Background: an optimization exercise with open tools, aiming at small area, a short achievable clock period and few clock cycles per item. Do not read the settings as production practice.
Where RTL was checked, it was by simulation tests only, not by an equivalence proof against the original.
Only the layout flow was run in runs 2 and 3; the RTL was not checked for function there.
Power and IR drop assume default switching activity.

## design/flow/config.mk

```make
export PLATFORM = sky130hd
export DESIGN_NAME = Processor
export DESIGN_NICKNAME = Processor
export VERILOG_FILES = /design/flow/design.v
export SDC_FILE = /design/flow/constraint.sdc
export NUM_CORES = 4
export LEC_CHECK = 0
export CAP_MARGIN = 20
export CORE_MARGIN = 2
export CORE_UTILIZATION = 45
export SLEW_MARGIN = 20
```

## design/flow/constraint.sdc

```tcl
create_clock -name core_clock -period 6.0 [get_ports {clk}]
set_input_delay 1.2000 -clock core_clock [delete_from_list [all_inputs] [get_ports {clk}]]
set_output_delay 1.2000 -clock core_clock [all_outputs]
set_load 0.01 [all_outputs]
```

## design/flow/design.v

```verilog
module Processor(clk , rst , imem_addr , imem_data , IR , Loaded , Stored , Out , valid) ;
	input clk ;
	input rst ;
	input [15:0] imem_data ;
	output [15:0] imem_addr ;
	output reg valid ;
	output reg [15:0] Out , Stored , Loaded ;
	output reg [15:0] IR ;
	localparam [255:0] RINIT = {
		16'h1984, 16'h3994, 16'h0CDE, 16'h1CBA, 16'h0102, 16'h1A32, 16'h0414, 16'h22DA,
		16'h1C86, 16'h22E0, 16'h0001, 16'h1C3A, 16'h00AA, 16'h0030, 16'h0020, 16'h0010 } ;
	localparam [255:0] MINIT = {
		16'h1984, 16'h0000, 16'h0CDE, 16'h0000, 16'h0102, 16'h1A32, 16'h0000, 16'h22DA,
		16'h0000, 16'h0000, 16'h0000, 16'h1C3A, 16'h00AA, 16'h0000, 16'h0020, 16'h0001 } ;
	reg [15:0] pc ;
	assign imem_addr = pc ;
	reg [255:0] rf ;    
	reg [255:0] dm ;    
	reg [15:0] IRd ;
	reg vd ;
	always @(posedge clk) begin
		IRd <= imem_data ;
		if (rst) begin
			pc <= 16'd0 ;
			vd <= 1'b0 ;
		end else begin
			pc <= pc + 16'd1 ;
			vd <= 1'b1 ;
		end
	end
	wire [3:0] d_op  = IRd[15:12] ;
	wire [3:0] d_rd  = IRd[11:8] ;
	wire [3:0] d_rs1 = IRd[7:4] ;
	wire [3:0] d_rs2 = IRd[3:0] ;
	wire d_store = (d_op == 4'd6) ;
	wire [3:0] d_rb = d_store ? d_rd : d_rs2 ;
	reg [15:0] A , B ;
	reg [15:0] IRe ;
	reg ve ;
	reg fa , fb ;         
	wire e_wr ;           
	always @(posedge clk) begin
		A <= rf[{d_rs1, 4'b0} +: 16] ;
		B <= rf[{d_rb, 4'b0} +: 16] ;
		IRe <= IRd ;
		fa <= e_wr && (IRe[11:8] == d_rs1) ;
		fb <= e_wr && (IRe[11:8] == d_rb) ;
		ve <= vd && !rst ;
	end
	wire [3:0] e_op = IRe[15:12] ;
	wire [3:0] e_rd = IRe[11:8] ;
	wire e_sub   = (e_op == 4'd1) ;
	wire e_and   = (e_op == 4'd2) ;
	wire e_or    = (e_op == 4'd3) ;
	wire e_xor   = (e_op == 4'd4) ;
	wire e_load  = (e_op == 4'd5) ;
	wire e_store = (e_op == 4'd6) ;
	assign e_wr = ve && !e_store ;
	wire [15:0] a = fa ? Out : A ;
	wire [15:0] b = fb ? Out : B ;
	wire [15:0] sum = a + (e_sub ? ~b : b) + {15'd0, e_sub} ;
	wire [15:0] mrd = dm[{a[3:0], 4'b0} +: 16] ;
	reg [15:0] res ;
	always @* begin
		if (e_load) res = mrd ;
		else if (e_store) res = b ;
		else if (e_and) res = a & b ;
		else if (e_or) res = a | b ;
		else if (e_xor) res = a ^ b ;
		else res = sum ;
	end
	integer i ;
	always @(posedge clk) begin
		if (rst) begin
			rf <= RINIT ;
			dm <= MINIT ;
			valid <= 1'b0 ;
			Loaded <= 16'd0 ;
			Stored <= 16'd0 ;
		end else begin
			valid <= ve ;
			for (i = 0 ; i < 16 ; i = i + 1) begin
				if (e_wr && e_rd == i) rf[16*i +: 16] <= res ;
				if (ve && e_store && a[3:0] == i) dm[16*i +: 16] <= b ;
			end
			if (ve && e_load) Loaded <= res ;
			if (ve && e_store) Stored <= b ;
		end
		IR <= IRe ;
		Out <= res ;
	end
endmodule
```

## design/flow/run.sh

```bash
#!/bin/bash
# synth_recipe.tcl (not shown) runs the flow's synth.tcl, then flattens the netlist and writes it again
# the make line also repeats each setting of config.mk as NAME=value (left out here)
make -C /OpenROAD-flow-scripts/flow DESIGN_CONFIG=/design/flow/config.mk WORK_HOME=/design/flow/orfs CLKGATE_MAP_FILE= SYNTH_SCRIPT=/design/flow/synth_recipe.tcl finish
```

==> impl_results.html, run 1 <==
<table>
<tr><th>Metric</th><th>Value</th></tr>
<tr><th colspan="2">GRT</th></tr>
<tr><td>M3 GR Usage</td><td>5.88%</td></tr>
<tr><td>GR Overflow Total</td><td>0</td></tr>
<tr><td>Global-route usage over all layers</td><td>27.7%</td></tr>
<tr><td>Met2 routing resource usage after global routing</td><td>44.6%</td></tr>
<tr><td>Largest net degree at the start of global routing</td><td>158</td></tr>
<tr><td>Number of antenna violations at the first check in global routing</td><td>2</td></tr>
<tr><td>Vias in the first global route</td><td>24200</td></tr>
<tr><td>Met1 Use GR</td><td>34.8%</td></tr>
<tr><td>First-pass GRT wire length</td><td>148000 µm</td></tr>
<tr><td>Highest-utilization routing layer at the global route stage</td><td>met2</td></tr>
<tr><th colspan="2">Die</th></tr>
<tr><td>Io pins</td><td>99</td></tr>
<tr><td>Core Footprint</td><td>66000 µm²</td></tr>
<tr><td>Site row count</td><td>94</td></tr>
<tr><td>DIE HEIGHT</td><td>262 µm</td></tr>
<tr><td>Chip width</td><td>262 µm</td></tr>
<tr><td>Initial cell density of the core</td><td>45.5%</td></tr>
<tr><td>Area enclosed by the die boundary</td><td>68800 µm²</td></tr>
<tr><th colspan="2">CTS</th></tr>
<tr><td>Clock buffers created by TritonCTS</td><td>72</td></tr>
<tr><td>Skew-Pair Late Insertion Delay</td><td>0.63 ns</td></tr>
<tr><td>Buffer count from post-CTS setup fixing</td><td>0</td></tr>
<tr><td>CTS tree</td><td>yes</td></tr>
<tr><td>Number of buffers on the longest clock path</td><td>3</td></tr>
<tr><td>TritonCTS sink count</td><td>661</td></tr>
<tr><td>Number of gates resized after cts</td><td>0</td></tr>
<tr><td>Number of hold-repair buffers added at the cts stage</td><td>0</td></tr>
<tr><td>Clock transition at the registers of the reported paths</td><td>0.06 ns</td></tr>
<tr><td>H-tree levels</td><td>3</td></tr>
<tr><td>Root cell of the clock tree</td><td>clkbuf_16</td></tr>
<tr><th colspan="2">Synthesis</th></tr>
<tr><td>Mapped Area</td><td>30000 µm²</td></tr>
<tr><td>Most frequent cell after synthesis</td><td>dfxtp_1</td></tr>
<tr><td>Synth Net Count</td><td>3161</td></tr>
<tr><td>Number of instances in the synthesized netlist</td><td>3093</td></tr>
<tr><td>Post-synth EDFFs</td><td>0</td></tr>
<tr><td>Flip-flop and latch count after synthesis</td><td>661</td></tr>
<tr><td>Number of different library cells in the post-synthesis netlist</td><td>70</td></tr>
<tr><td>Post-synthesis async set-or-reset flop share</td><td>0%</td></tr>
<tr><td>Most frequent cells after synthesis</td><td>dfxtp_1 (661), nor2_1 (408), a211oi_1 (323)</td></tr>
<tr><td>Syn. warnings</td><td>1</td></tr>
<tr><td>Ys flop type</td><td>dfxtp_1</td></tr>
<tr><td>Leading cell types by total area after synthesis</td><td>dfxtp_1 (44%), mux4_2 (14%), a211oi_1 (8.1%), nor2_1 (5.1%), nand2_1 (3.5%)</td></tr>
<tr><td>Cell type with the largest total area after synthesis</td><td>dfxtp_1</td></tr>
<tr><td>Proportion of synthesized chip area in sequential cells</td><td>44.0%</td></tr>
<tr><td>Avg Synthesized Cell Area</td><td>9.71 µm²</td></tr>
<tr><td>Area share of the largest cell type after synthesis</td><td>44.0%</td></tr>
<tr><th colspan="2">Timing</th></tr>
<tr><td>Count of final hold-check violations</td><td>0</td></tr>
<tr><td>Clock Skews</td><td>0.0264 ns</td></tr>
<tr><td>Number of pins with negative max-slew slack in the final report</td><td>0</td></tr>
<tr><td>Max-slew headroom</td><td>28.4%</td></tr>
<tr><td>Setup Viol. Count Final</td><td>0</td></tr>
<tr><td>Maximum clock frequency</td><td>0.218 GHz</td></tr>
<tr><td>Final worst-path cycle share</td><td>76.3%</td></tr>
<tr><td>Final worst path period need</td><td>4.58 ns</td></tr>
<tr><td>Aggregate negative setup slack</td><td>0 ns</td></tr>
<tr><td>RSZ-0062 raised after global routing</td><td>no</td></tr>
<tr><td>Measured slew at the worst slew-check pin</td><td>1.05 ns</td></tr>
<tr><td>Worst Slack Setup Final</td><td>1.42 ns</td></tr>
<tr><th colspan="2">Min path</th></tr>
<tr><td>Min-delay worst type</td><td>flip-flop to flip-flop</td></tr>
<tr><td>Hold Crit Depth</td><td>0</td></tr>
<tr><td>Start point of the worst hold path</td><td>IRe[3]</td></tr>
<tr><th colspan="2">Cells and area</th></tr>
<tr><td>Register Area</td><td>13200 µm²</td></tr>
<tr><td>ANT cells</td><td>0</td></tr>
<tr><td>Layout Nets</td><td>3121</td></tr>
<tr><td>Share of cells above drive strength 1</td><td>15.1%</td></tr>
<tr><td>Area Overhead vs Synth</td><td>13.9%</td></tr>
<tr><td>Fill cell instance count of the final layout</td><td>5852</td></tr>
<tr><td>Multi-input gate area in the final layout</td><td>15600 µm²</td></tr>
<tr><th colspan="2">Place</th></tr>
<tr><td>Buffers on Ports</td><td>98</td></tr>
<tr><td>Dpl ws</td><td>1.43 ns</td></tr>
<tr><td>HPWL after detailed placement</td><td>61900 µm</td></tr>
<tr><td>Final Wtd Congestion</td><td>0.908</td></tr>
<tr><th colspan="2">Worst setup path</th></tr>
<tr><td>Reg-to-reg slack, setup</td><td>1.42 ns</td></tr>
<tr><td>Cell type with the highest occurrence count on the critical path</td><td>a21oi_1</td></tr>
<tr><td>Worst R2R Start</td><td>fb</td></tr>
<tr><td>Critical Setup Path Class</td><td>flip-flop to flip-flop</td></tr>
<tr><td>Cell Chain, Critical Path</td><td>buf_12, mux2i_2, buf_4, xnor2_1, ha_1, a21oi_1, nor2_1, a2111oi_0, o21ai_1, or4_1, a31oi_2, a21oi_1</td></tr>
<tr><td>Buffers &amp; Inverters on Critical Path</td><td>2</td></tr>
<tr><td>Endpoint kind of the worst setup timing path</td><td>flip-flop</td></tr>
<tr><td>Crit path from</td><td>fb</td></tr>
<tr><td>Largest delay share family, worst path</td><td>compound AO/OA/AOI/OAI gates</td></tr>
<tr><td>Critical path data arrival time</td><td>5.04 ns</td></tr>
<tr><td>Critical Path Max Stage Delay</td><td>0.79 ns</td></tr>
<tr><td>Launching element type of the critical path</td><td>flip-flop</td></tr>
<tr><td>Cell depth of the worst setup path</td><td>12</td></tr>
<tr><td>Critical path peak fanout</td><td>21</td></tr>
<tr><td>Number of cell instances on the worst register-to-register path</td><td>12</td></tr>
<tr><td>Critical-path cell with the highest stage delay</td><td>dfxtp_1</td></tr>
<tr><td>Worst endpoint required time</td><td>6.46 ns</td></tr>
<tr><th colspan="2">Route</th></tr>
<tr><td>Detailed-route wire length</td><td>96500 µm</td></tr>
<tr><td>DRC marker count from the first detailed-route iteration</td><td>2295</td></tr>
<tr><td>Residual DRC count</td><td>0</td></tr>
<tr><td>Wirelength per Cell</td><td>24.3 µm</td></tr>
<tr><td>Routed vias</td><td>24700</td></tr>
<tr><td>Number of detailed-route iterations in the first pass</td><td>5</td></tr>
<tr><td>Post-DR vias/cell</td><td>6.21</td></tr>
<tr><td>Number of antenna-violating nets in the routed design</td><td>0</td></tr>
<tr><th colspan="2">Power and ir drop</th></tr>
<tr><td>Worst voltage drop across the vdd grid</td><td>0.182 mV</td></tr>
<tr><td>Overall power after layout</td><td>10.8 mW</td></tr>
<tr><td>Power per standard cell area</td><td>316 nW/µm²</td></tr>
<tr><td>LEAKAGE</td><td>12.0 nW</td></tr>
<tr><th colspan="2">Run</th></tr>
<tr><td>Total of max-cap violations</td><td>0</td></tr>
<tr><th colspan="2">Status</th></tr>
<tr><td>Outcome</td><td>finished clean</td></tr>
</table>
cell usage in the layout, fill, tap and decap left out, types with 7 or more instances in the layout:
| master | count |
|---|---|
| ha_1 | 49 |
| a31oi_1 | 42 |
| o21ai_0 | 119 |
| clkbuf_1 | 16 |
| nor2_2 | 20 |
| clkbuf_16 | 76 |
| mux4_2 | 186 |
| nor3_1 | 44 |
| o31ai_1 | 25 |
| buf_4 | 81 |
| inv_1 | 48 |
| dfxtp_1 | 659 |
| and3_1 | 15 |
| mux2i_2 | 15 |
| nor2_1 | 388 |
| a21oi_1 | 185 |
| a21o_1 | 11 |
| mux2i_4 | 9 |
| nand3_1 | 57 |
| o21ai_2 | 10 |
| o211ai_1 | 45 |
| nand2_1 | 283 |
| clkbuf_8 | 21 |
| and2_1 | 24 |
| clkdlybuf4s50_1 | 97 |
| nand4_1 | 9 |
| xor2_1 | 16 |
| a311oi_1 | 10 |
| or3_1 | 8 |
| a211oi_1 | 323 |
| mux2i_1 | 69 |
| o22ai_1 | 10 |
| nor2b_1 | 12 |
| xnor2_1 | 28 |
| nand2b_1 | 7 |
power breakdown:
| part | leakage [nW] | internal, mW | switching [mW] |
|---|---|---|---|
| registers | 5.37 | 4.50 | 0.154 |
| clock network | 1.20 | 2.75 | 1.82 |
| logic | 5.45 | 0.566 | 1.03 |
cells by family after synthesis:
kind of cell / count (synthesis) / share of synthesized area, %
mux: 284 / 17.4
xor+xnor: 44 / 1.28
flops: 661 / 44.0
simple gates: 884 / 12.3
compound gates: 819 / 18.0
fa+ha+maj: 50 / 2.11
buf+inv: 351 / 4.87
per-stage QoR:
| step | hold slack (ns) | cell area (µm²) | cells | utilization (%) |
|---|---|---|---|---|
| floorplan | 0.310 | 30000 | 3093 | - |
| global placement | 0.312 | 31800 | 3843 | 48.1 |
| detailed placement | 0.312 | 31800 | 3843 | 48.1 |
| CTS | 0.326 | 34200 | 3972 | 51.9 |
| global route | 0.331 | 34200 | 3972 | 51.9 |
| finish | 0.324 | 34200 | 3972 | 51.9 |
per-layer routing:
layer | part of all wire [%] | vias to the layer above
met1 | 40 | 12100
met2 | 46 | 1051
met3 | 7.3 | 287
met5 | 0.0093 | -
li1 | - | 11200
met4 | 5.8 | 2
sequential cells by signal, indices dropped and copies added (netlist names), 16 cells and up:
register,flops
Stored,16
IRe,16
B,16
Out,16
IR,16
rf,256
IRd,16
pc,16
A,16
dm,256
Loaded,16
layout make-up:
class,instances,share of cell area (%)
well taps,864,3.16
repair buffers,183,4.89
multi-input cells,2081,45.5
clock buffers,113,6.58
inverters,54,0.607
clock inverters,16,0.603
flip-flops and latches,661,38.7
final timing paths:
| path | endpoint |
|---|---|
| worst min register to register | IR[3] |
| worst min-delay path | IR[3] |
| worst max-delay path | rf[237] |
| worst max register to register | rf[237] |
Testbench counts, summed over its fixed seeds: cycles 3,216, instrs 3,200.
==> run 2, diff against run 1 <==
--- a/design/flow/design.v
+++ b/design/flow/design.v
@@ -70,9 +70,23 @@
 		else res = sum ;
 	end
-	integer i ;
+	wire [15:0] rf_wd_0 = res & {16{~rst}} ;    
+	wire [15:0] rf_wd_1 = res | {16{rst}} ;     
+	wire [15:0] dm_wd_0 = b & {16{~rst}} ;
+	wire [15:0] dm_wd_1 = b | {16{rst}} ;
+	genvar gi , gj ;
+	generate
+		for (gi = 0 ; gi < 16 ; gi = gi + 1) begin : row
+			wire rf_en = rst | (e_wr && e_rd == gi) ;
+			wire dm_en = rst | (ve && e_store && a[3:0] == gi) ;
+			for (gj = 0 ; gj < 16 ; gj = gj + 1) begin : col
+				always @(posedge clk) begin
+					if (rf_en) rf[16*gi + gj] <= RINIT[16*gi + gj] ? rf_wd_1[gj] : rf_wd_0[gj] ;
+					if (dm_en) dm[16*gi + gj] <= MINIT[16*gi + gj] ? dm_wd_1[gj] : dm_wd_0[gj] ;
+				end
+			end
+		end
+	endgenerate
 	always @(posedge clk) begin
 		if (rst) begin
-			rf <= RINIT ;
-			dm <= MINIT ;
 			valid <= 1'b0 ;
 			Loaded <= 16'd0 ;
@@ -80,8 +94,4 @@
 		end else begin
 			valid <= ve ;
-			for (i = 0 ; i < 16 ; i = i + 1) begin
-				if (e_wr && e_rd == i) rf[16*i +: 16] <= res ;
-				if (ve && e_store && a[3:0] == i) dm[16*i +: 16] <= b ;
-			end
 			if (ve && e_load) Loaded <= res ;
 			if (ve && e_store) Stored <= b ;
--- a/design/flow/config.mk
+++ b/design/flow/config.mk
@@ -8,4 +8,5 @@
 export CAP_MARGIN = 20
 export CORE_MARGIN = 2
-export CORE_UTILIZATION = 45
+export CORE_UTILIZATION = 50
+export SETUP_SLACK_MARGIN = 3.2
 export SLEW_MARGIN = 20
==> run 2 against run 1 <==
Compared with the run above: still clean; first-iteration DRC count is 5.1% lower; hold slack got worse by 0.00085 ns; global-route usage rose by 2.0 points; worst setup slack improved by 1.3 ns; clock power decreased by 7.0%; power is 45% higher; non-clock buffer count increased by 165; via count down 22%; largest power group unchanged.
==> impl_results.html, run 2 <==
<table>
<tr><th>Metric</th><th>Value</th></tr>
<tr><th colspan="2">Timing</th></tr>
<tr><td>Maximum clock frequency</td><td>0.307 GHz</td></tr>
<tr><td>Measured slew at the worst slew-check pin</td><td>1.16 ns</td></tr>
<tr><td>Count of final hold-check violations</td><td>0</td></tr>
<tr><td>Max-slew headroom</td><td>22.3%</td></tr>
<tr><td>Final worst path period need</td><td>3.26 ns</td></tr>
<tr><td>Clock Skews</td><td>0.0249 ns</td></tr>
<tr><td>Aggregate negative setup slack</td><td>0 ns</td></tr>
<tr><td>Post-Route Hold Slack</td><td>0.323 ns</td></tr>
<tr><td>Final worst-path cycle share</td><td>54.3%</td></tr>
<tr><td>RSZ-0062 raised after global routing</td><td>yes</td></tr>
<tr><td>Setup Viol. Count Final</td><td>0</td></tr>
<tr><td>Number of pins with negative max-slew slack in the final report</td><td>0</td></tr>
<tr><td>Worst Slack Setup Final</td><td>2.74 ns</td></tr>
<tr><th colspan="2">CTS</th></tr>
<tr><td>Root cell of the clock tree</td><td>clkbuf_16</td></tr>
<tr><td>H-tree levels</td><td>3</td></tr>
<tr><td>Skew-Pair Late Insertion Delay</td><td>0.62 ns</td></tr>
<tr><td>TritonCTS sink count</td><td>661</td></tr>
<tr><td>Clock transition at the registers of the reported paths</td><td>0.06 ns</td></tr>
<tr><td>Clock buffers created by TritonCTS</td><td>69</td></tr>
<tr><td>CTS tree</td><td>yes</td></tr>
<tr><td>Number of buffers on the longest clock path</td><td>3</td></tr>
<tr><th colspan="2">Place</th></tr>
<tr><td>Final Wtd Congestion</td><td>0.873</td></tr>
<tr><td>Buffers on Ports</td><td>98</td></tr>
<tr><td>Number of placed instances, taps included</td><td>2693</td></tr>
<tr><td>Dpl ws</td><td>1.69 ns</td></tr>
<tr><td>DP Area</td><td>31500 µm²</td></tr>
<tr><td>HPWL after detailed placement</td><td>52800 µm</td></tr>
<tr><th colspan="2">Worst setup path</th></tr>
<tr><td>Critical-path cell with the highest stage delay</td><td>dfxtp_4</td></tr>
<tr><td>Worst endpoint required time</td><td>6.37 ns</td></tr>
<tr><td>Endpoint kind of the worst setup timing path</td><td>flip-flop</td></tr>
<tr><td>Worst R2R Start</td><td>IRe[14]</td></tr>
<tr><td>Cell type with the highest occurrence count on the critical path</td><td>buf_4</td></tr>
<tr><td>Critical Setup Path Class</td><td>flip-flop to flip-flop</td></tr>
<tr><td>Launching element type of the critical path</td><td>flip-flop</td></tr>
<tr><td>Critical path peak fanout</td><td>7</td></tr>
<tr><td>Crit path from</td><td>IRe[14]</td></tr>
<tr><td>Critical Path Max Stage Delay</td><td>0.36 ns</td></tr>
<tr><td>Cell Chain, Critical Path</td><td>nor4b_4, buf_4, buf_12, buf_4, xnor2_2, ha_4, nor2b_4, o31a_1, o211a_1, o211ai_1, a31o_2, a21oi_4, buf_4, buf_12</td></tr>
<tr><td>Critical path data arrival time</td><td>3.63 ns</td></tr>
<tr><th colspan="2">Cells and area</th></tr>
<tr><td>Layout Nets</td><td>2268</td></tr>
<tr><td>Share of cells above drive strength 1</td><td>33.1%</td></tr>
<tr><td>Non-Filler Cell Area, Final</td><td>36900 µm²</td></tr>
<tr><td>Area Overhead vs Synth</td><td>27.5%</td></tr>
<tr><td>Leading cell type in the layout, fill and taps excluded</td><td>edfxtp_1</td></tr>
<tr><td>Final Instance Count excl. Fillers</td><td>3022</td></tr>
<tr><td>Final core utilization</td><td>64.2%</td></tr>
<tr><td>Most used cells in the layout excluding fill and tap cells</td><td>edfxtp_1 (512), mux4_2 (178), buf_4 (178), nand2_1 (176), dfxtp_1 (124)</td></tr>
<tr><td>Registers with the most flip-flops</td><td>dm x256, rf x256</td></tr>
<tr><td>ANT cells</td><td>0</td></tr>
<tr><th colspan="2">GRT</th></tr>
<tr><td>GR Overflow Total</td><td>0</td></tr>
<tr><td>Global-route usage over all layers</td><td>29.7%</td></tr>
<tr><td>Number of antenna violations at the first check in global routing</td><td>0</td></tr>
<tr><td>First-pass GRT wire length</td><td>129000 µm</td></tr>
<tr><td>Vias in the first global route</td><td>18600</td></tr>
<tr><td>Largest net degree at the start of global routing</td><td>46</td></tr>
<tr><th colspan="2">Synthesis</th></tr>
<tr><td>Flip-flop and latch count after synthesis</td><td>661</td></tr>
<tr><td>Number of instances in the synthesized netlist</td><td>1895</td></tr>
<tr><td>Number of different library cells in the post-synthesis netlist</td><td>77</td></tr>
<tr><td>Area share of the largest cell type after synthesis</td><td>53.1%</td></tr>
<tr><td>Cell type with the largest total area after synthesis</td><td>edfxtp_1</td></tr>
<tr><td>Post-synth EDFFs</td><td>512</td></tr>
<tr><td>Proportion of synthesized chip area in sequential cells</td><td>63.4%</td></tr>
<tr><td>Synth Net Count</td><td>1963</td></tr>
<tr><td>Ys flop type</td><td>edfxtp_1</td></tr>
<tr><td>Avg Synthesized Cell Area</td><td>15.3 µm²</td></tr>
<tr><td>Leading cell types by total area after synthesis</td><td>edfxtp_1 (53%), mux4_2 (14%), dfxtp_1 (10%), mux2i_1 (3.9%), nand2_1 (2.3%)</td></tr>
<tr><td>Syn. warnings</td><td>1</td></tr>
<tr><td>Mapped Area</td><td>28900 µm²</td></tr>
<tr><td>Post-synthesis async set-or-reset flop share</td><td>0%</td></tr>
<tr><td>Most frequent cells after synthesis</td><td>edfxtp_1 (512), nand2_1 (180), mux4_2 (178)</td></tr>
<tr><td>Most frequent cell after synthesis</td><td>edfxtp_1</td></tr>
<tr><th colspan="2">Route</th></tr>
<tr><td>Number of antenna-violating nets in the routed design</td><td>0</td></tr>
<tr><td>Number of detailed-route iterations in the first pass</td><td>7</td></tr>
<tr><td>DRC marker count from the first detailed-route iteration</td><td>2178</td></tr>
<tr><td>Detailed-route wire length</td><td>90300 µm</td></tr>
<tr><td>Residual DRC count</td><td>0</td></tr>
<tr><td>Wirelength per Cell</td><td>29.9 µm</td></tr>
<tr><td>Post-DR vias/cell</td><td>6.33</td></tr>
<tr><td>Routed vias</td><td>19100</td></tr>
<tr><th colspan="2">Die</th></tr>
<tr><td>Site row count</td><td>88</td></tr>
<tr><td>DIE HEIGHT</td><td>245 µm</td></tr>
<tr><td>Area enclosed by the die boundary</td><td>59800 µm²</td></tr>
<tr><td>Initial cell density of the core</td><td>50.4%</td></tr>
<tr><td>Core Footprint</td><td>57500 µm²</td></tr>
<tr><td>Io pins</td><td>99</td></tr>
<tr><td>Chip width</td><td>245 µm</td></tr>
<tr><th colspan="2">Power and ir drop</th></tr>
<tr><td>Power per standard cell area</td><td>426 nW/µm²</td></tr>
<tr><td>Worst voltage drop across the vdd grid</td><td>0.248 mV</td></tr>
<tr><td>LEAKAGE</td><td>13.4 nW</td></tr>
<tr><td>Overall power after layout</td><td>15.7 mW</td></tr>
<tr><th colspan="2">Min path</th></tr>
<tr><td>Start point of the worst hold path</td><td>IRe[7]</td></tr>
<tr><td>Min-delay worst type</td><td>flip-flop to flip-flop</td></tr>
<tr><th colspan="2">Status</th></tr>
<tr><td>Outcome</td><td>finished clean</td></tr>
<tr><th colspan="2">Run</th></tr>
<tr><td>Total of max-cap violations</td><td>0</td></tr>
</table>
run 2: cell types whose count changed after synthesis, sizes merged, moves of 35 or more:
| cell | change |
|---|---|
| o21ai | -59 |
| a211oi | -287 |
| dfxtp | -512 |
| nand3 | -35 |
| a21oi | -142 |
| nand2 | -103 |
| nor2 | -325 |
| nor3 | -35 |
| buf | -41 |
| clkbuf | -134 |
| edfxtp | +512 |
run 2: final timing paths:
kind | cells after the start | to | slack [ns]
worst max-delay path | 14 | rf[168] | 2.74
worst min-delay path | 0 | IR[7] | 0.32
worst max register to register | 14 | rf[168] | 2.74
worst min register to register | 0 | IR[7] | 0.32
run 2: cells by family after synthesis:
kind of cell,share of synthesized area (%)
compound gates,6.26
xor+xnor,1.09
fa+ha+maj,2.19
buf+inv,2.36
flops,63.4
mux,18.2
simple gates,6.53
run 2: worst max-delay path: cells and delay by family, from the launching register on:
kind	cells	cell delay (ns)
xor gates and xnor gates	1	0.12
adders and majority gates	1	0.25
AOI/OAI and AO/OA	5	1.16
DFF	1	0.36
buffers and inverters	5	0.71
and+or+nand+nor	2	0.42
run 2: layer usage:
metal	vias up	track usage (%)	part of all wire, %
li1	8067	-	-
met1	9894	40.4	39
met2	1005	49.5	50
met3	171	4.25	7.8
met4	0	9.92	3.2
met5	-	0	0
run 2: timing repair:
action,CTS,global route
setup endpoints to repair,831,460
hold endpoints to repair,0,0
setup buffers,111,72
cloned,9,9
pin swaps,62,55
gates resized for setup,195,71
hold buffers,0,0
run 2: cell type report:
cell class,count,area (µm²)
fillers,4109,20600
flip-flops and latches,661,18400
multi-input cells,1073,11500
repair buffers,348,3560
clock buffers,105,2030
well taps,765,957
inverters,45,220
clock inverters,23,209
repair inverters,2,22.5
run 2: where the power goes:
group          internal, mW  leakage, nW  switching [mW]
clock                  2.47         1.09            1.77
sequential             6.05         6.31           0.487
combinational          2.34         6.00            2.61
==> run 3, diff against run 2 <==
--- a/design/flow/config.mk
+++ b/design/flow/config.mk
@@ -6,7 +6,8 @@
 export NUM_CORES = 4
 export LEC_CHECK = 0
+export ABC_CLOCK_PERIOD_IN_PS = 2300
 export CAP_MARGIN = 20
 export CORE_MARGIN = 2
 export CORE_UTILIZATION = 50
-export SETUP_SLACK_MARGIN = 3.2
+export SETUP_SLACK_MARGIN = 3.7
 export SLEW_MARGIN = 20
==> run 3 against run 2 <==
Compared with the run above: via count is 1.3% higher; fmax barely moved; clock skew rose by 0.0068 ns; utilization increased by 2.6 points; still clean on timing, DRC and antenna; clock power shrank 2%; cell count is 1.8% higher; die area is the same; highest routed layer unchanged; worst setup slack got worse by 0.0022 ns; critical path depth shrank 2.
==> impl_results.html, run 3 <==
<table>
<tr><th>Metric</th><th>Value</th></tr>
<tr><th colspan="2">Run</th></tr>
<tr><td>Total of max-cap violations</td><td>0</td></tr>
<tr><th colspan="2">Worst setup path</th></tr>
<tr><td>Critical path data arrival time</td><td>3.60 ns</td></tr>
<tr><td>Endpoint kind of the worst setup timing path</td><td>flip-flop</td></tr>
<tr><td>Critical path peak fanout</td><td>5</td></tr>
<tr><td>Worst endpoint required time</td><td>6.34 ns</td></tr>
<tr><td>Reg-to-reg slack, setup</td><td>2.74 ns</td></tr>
<tr><td>Launching element type of the critical path</td><td>flip-flop</td></tr>
<tr><td>Critical Setup Path Class</td><td>flip-flop to flip-flop</td></tr>
<tr><th colspan="2">Cells and area</th></tr>
<tr><td>Fill cell instance count of the final layout</td><td>3995</td></tr>
<tr><td>Most used cells in the layout excluding fill and tap cells</td><td>edfxtp_1 (512), mux4_2 (178), buf_4 (174), nand2_1 (161), dfxtp_1 (79)</td></tr>
<tr><td>Registers with the most flip-flops</td><td>dm x256, rf x256</td></tr>
<tr><td>Leading cell type in the layout, fill and taps excluded</td><td>edfxtp_1</td></tr>
<tr><td>Area Overhead vs Synth</td><td>32.6%</td></tr>
<tr><td>Register Area</td><td>18500 µm²</td></tr>
<tr><td>Share of cells above drive strength 1</td><td>44.1%</td></tr>
<tr><td>Multi-input gate area in the final layout</td><td>12000 µm²</td></tr>
<tr><td>ANT cells</td><td>0</td></tr>
<tr><td>Non-Filler Cell Area, Final</td><td>38400 µm²</td></tr>
<tr><td>Layout Nets</td><td>2323</td></tr>
<tr><th colspan="2">CTS</th></tr>
<tr><td>CTS tree</td><td>yes</td></tr>
<tr><td>Clock buffers created by TritonCTS</td><td>69</td></tr>
<tr><td>Number of buffers on the longest clock path</td><td>3</td></tr>
<tr><td>Skew-Pair Late Insertion Delay</td><td>0.62 ns</td></tr>
<tr><td>TritonCTS sink count</td><td>661</td></tr>
<tr><td>H-tree levels</td><td>3</td></tr>
<tr><td>Clock transition at the registers of the reported paths</td><td>0.06 ns</td></tr>
<tr><td>Root cell of the clock tree</td><td>clkbuf_16</td></tr>
<tr><th colspan="2">Synthesis</th></tr>
<tr><td>Post-synth EDFFs</td><td>512</td></tr>
<tr><td>Avg Synthesized Cell Area</td><td>15.3 µm²</td></tr>
<tr><td>Ys flop type</td><td>edfxtp_1</td></tr>
<tr><td>Proportion of synthesized chip area in sequential cells</td><td>63.4%</td></tr>
<tr><td>Syn. warnings</td><td>1</td></tr>
<tr><td>Number of different library cells in the post-synthesis netlist</td><td>77</td></tr>
<tr><td>Most frequent cells after synthesis</td><td>edfxtp_1 (512), nand2_1 (180), mux4_2 (178)</td></tr>
<tr><td>Mapped Area</td><td>28900 µm²</td></tr>
<tr><td>Post-synthesis async set-or-reset flop share</td><td>0%</td></tr>
<tr><td>Number of instances in the synthesized netlist</td><td>1895</td></tr>
<tr><td>Synth Net Count</td><td>1963</td></tr>
<tr><td>Area share of the largest cell type after synthesis</td><td>53.1%</td></tr>
<tr><td>Flip-flop and latch count after synthesis</td><td>661</td></tr>
<tr><td>Most frequent cell after synthesis</td><td>edfxtp_1</td></tr>
<tr><td>Cell type with the largest total area after synthesis</td><td>edfxtp_1</td></tr>
<tr><td>Leading cell types by total area after synthesis</td><td>edfxtp_1 (53%), mux4_2 (14%), dfxtp_1 (10%), mux2i_1 (3.9%), nand2_1 (2.3%)</td></tr>
<tr><th colspan="2">Die</th></tr>
<tr><td>Site row count</td><td>88</td></tr>
<tr><td>Initial cell density of the core</td><td>50.4%</td></tr>
<tr><td>DIE HEIGHT</td><td>245 µm</td></tr>
<tr><td>Core Footprint</td><td>57500 µm²</td></tr>
<tr><td>Io pins</td><td>99</td></tr>
<tr><td>Area enclosed by the die boundary</td><td>59800 µm²</td></tr>
<tr><td>Chip width</td><td>245 µm</td></tr>
<tr><th colspan="2">Route</th></tr>
<tr><td>Number of detailed-route iterations in the first pass</td><td>7</td></tr>
<tr><td>Wirelength per Cell</td><td>29.6 µm</td></tr>
<tr><td>Detailed-route wire length</td><td>91200 µm</td></tr>
<tr><td>Post-DR vias/cell</td><td>6.30</td></tr>
<tr><td>Residual DRC count</td><td>0</td></tr>
<tr><td>Routed vias</td><td>19400</td></tr>
<tr><td>Number of antenna-violating nets in the routed design</td><td>0</td></tr>
<tr><td>DRC marker count from the first detailed-route iteration</td><td>1914</td></tr>
<tr><th colspan="2">GRT</th></tr>
<tr><td>Number of antenna violations at the first check in global routing</td><td>0</td></tr>
<tr><td>Global-route usage over all layers</td><td>30.4%</td></tr>
<tr><td>GR Overflow Total</td><td>0</td></tr>
<tr><td>Largest net degree at the start of global routing</td><td>51</td></tr>
<tr><td>First-pass GRT wire length</td><td>131000 µm</td></tr>
<tr><td>Vias in the first global route</td><td>19000</td></tr>
<tr><th colspan="2">Timing</th></tr>
<tr><td>Measured slew at the worst slew-check pin</td><td>0.873 ns</td></tr>
<tr><td>Count of final hold-check violations</td><td>0</td></tr>
<tr><td>Final worst-path cycle share</td><td>54.4%</td></tr>
<tr><td>Max-slew headroom</td><td>41.7%</td></tr>
<tr><td>Final worst path period need</td><td>3.26 ns</td></tr>
<tr><td>Setup Viol. Count Final</td><td>0</td></tr>
<tr><td>Maximum clock frequency</td><td>0.306 GHz</td></tr>
<tr><td>RSZ-0062 raised after global routing</td><td>yes</td></tr>
<tr><td>Clock Skews</td><td>0.0317 ns</td></tr>
<tr><td>Number of pins with negative max-slew slack in the final report</td><td>0</td></tr>
<tr><td>Aggregate negative setup slack</td><td>0 ns</td></tr>
<tr><th colspan="2">Place</th></tr>
<tr><td>HPWL after detailed placement</td><td>51000 µm</td></tr>
<tr><td>DP Area</td><td>31700 µm²</td></tr>
<tr><td>Buffers on Ports</td><td>98</td></tr>
<tr><td>Final Wtd Congestion</td><td>0.893</td></tr>
<tr><th colspan="2">Power and ir drop</th></tr>
<tr><td>Worst voltage drop across the vdd grid</td><td>0.291 mV</td></tr>
<tr><td>Power per standard cell area</td><td>418 nW/µm²</td></tr>
<tr><td>LEAKAGE</td><td>14.0 nW</td></tr>
<tr><th colspan="2">Min path</th></tr>
<tr><td>Min-delay worst type</td><td>flip-flop to flip-flop</td></tr>
<tr><th colspan="2">Status</th></tr>
<tr><td>Outcome</td><td>finished clean</td></tr>
</table>
[run 3: where the power goes]
| part | internal, mW | switching [mW] |
|---|---|---|
| sequential | 6.06 | 0.432 |
| combinational | 2.62 | 2.79 |
| clock | 2.38 | 1.75 |
[run 3: timing repair]
item	4_1_cts	5_1_grt
gates resized for setup	703	97
endpoints found under the setup margin	995	719
hold endpoints to repair	0	0
hold buffers	0	0
setup buffers	200	48
gates cloned	17	4
pin swaps	92	51
[run 3: cell type report]
class | count | share of cell area, %
inverter | 45 | 0.603
tap | 765 | 2.49
timing repair buffer | 405 | 11.7
timing repair inverter | 2 | 0.0391
clock inverter | 27 | 0.600
multi-input combinational | 1071 | 31.3
clock buffer | 100 | 5.04
sequential | 661 | 48.3
[run 3: worst paths after layout]
path,cells after the start,to,from
setup / recovery,12,rf[214],IRe[13]
hold / removal,0,IR[3],IRe[3]
setup reg to reg,12,rf[214],IRe[13]
hold reg to reg,0,IR[3],IRe[3]
[run 3: worst max-delay path: stages (launching register included)]
cell and delay, ns:
dfxtp_4 0.36, nor4b_4 0.27, buf_4 0.19, clkbuf_16 0.17, xnor2_4 0.13, ha_4 0.24
nor2b_4 0.14, o31a_1 0.33, buf_4 0.17, or3_4 0.39, a31oi_4 0.21, o21ai_4 0.13
or2_1 0.27
[run 3: metrics by stage]
| step | total power [mW] | util, % | instances | hold WS [ns] | worst slack [ns] |
|---|---|---|---|---|---|
| after global routing | 16.6 | 66.8 | 3076 | 0.330 | 2.70 |
| after global placement | 10.2 | 55.2 | 2680 | 0.310 | 1.96 |
| after CTS | 15.6 | 65.1 | 3024 | 0.325 | 2.76 |
| after detailed placement | 10.3 | 55.2 | 2680 | 0.312 | 1.92 |
| after floorplan | 9.03 | - | 1895 | 0.310 | 2.93 |
| final | 16.0 | 66.8 | 3076 | 0.323 | 2.74 |
[run 3: logic make-up after synthesis]
kind of cell | synth area share (%)
compound gates | 6.26
xor+xnor | 1.09
fa+ha+maj | 2.19
buf+inv | 2.36
flops | 63.4
mux | 18.2
simple gates | 6.53
[run 3: routing by layer]
metal	vias up	share of wire, %	global-route usage, %
met5	-	0	0
met4	0	3.5	10.9
met3	195	8.3	5.46
met2	1047	49	49.9
met1	9966	40	40.9
li1	8177	-	-

[what the ideal ports hide]
Ports are ideal in the flow. The routed layouts listed here were re-timed in OpenROAD. Step 1 assumes that a clkbuf_16 drives the clock port and a buf_2 every other input. Step 2 moves the port delays by t, midway between the first and last clock arrival at a register: inputs arrive t later, outputs are due t later. That takes back most of the time a late clock gives input paths. Slacks: ideal / step 1 / step 2; pairs: ideal / step 1.
run	t (ns)	slack for setup (ns)	worst setup path at the end
run 1	0.678	1.420 / 1.420 / 1.420	register to register
run 2	0.667	2.740 / 2.740 / 2.528	input to register
run 3	0.663	2.737 / 2.737 / 2.737	register to register
After both steps every run listed still meets setup and hold. For run 2, which loses most, drivers alone change the setup slack by 0.000 ns; drivers and shift together by -0.212 ns.
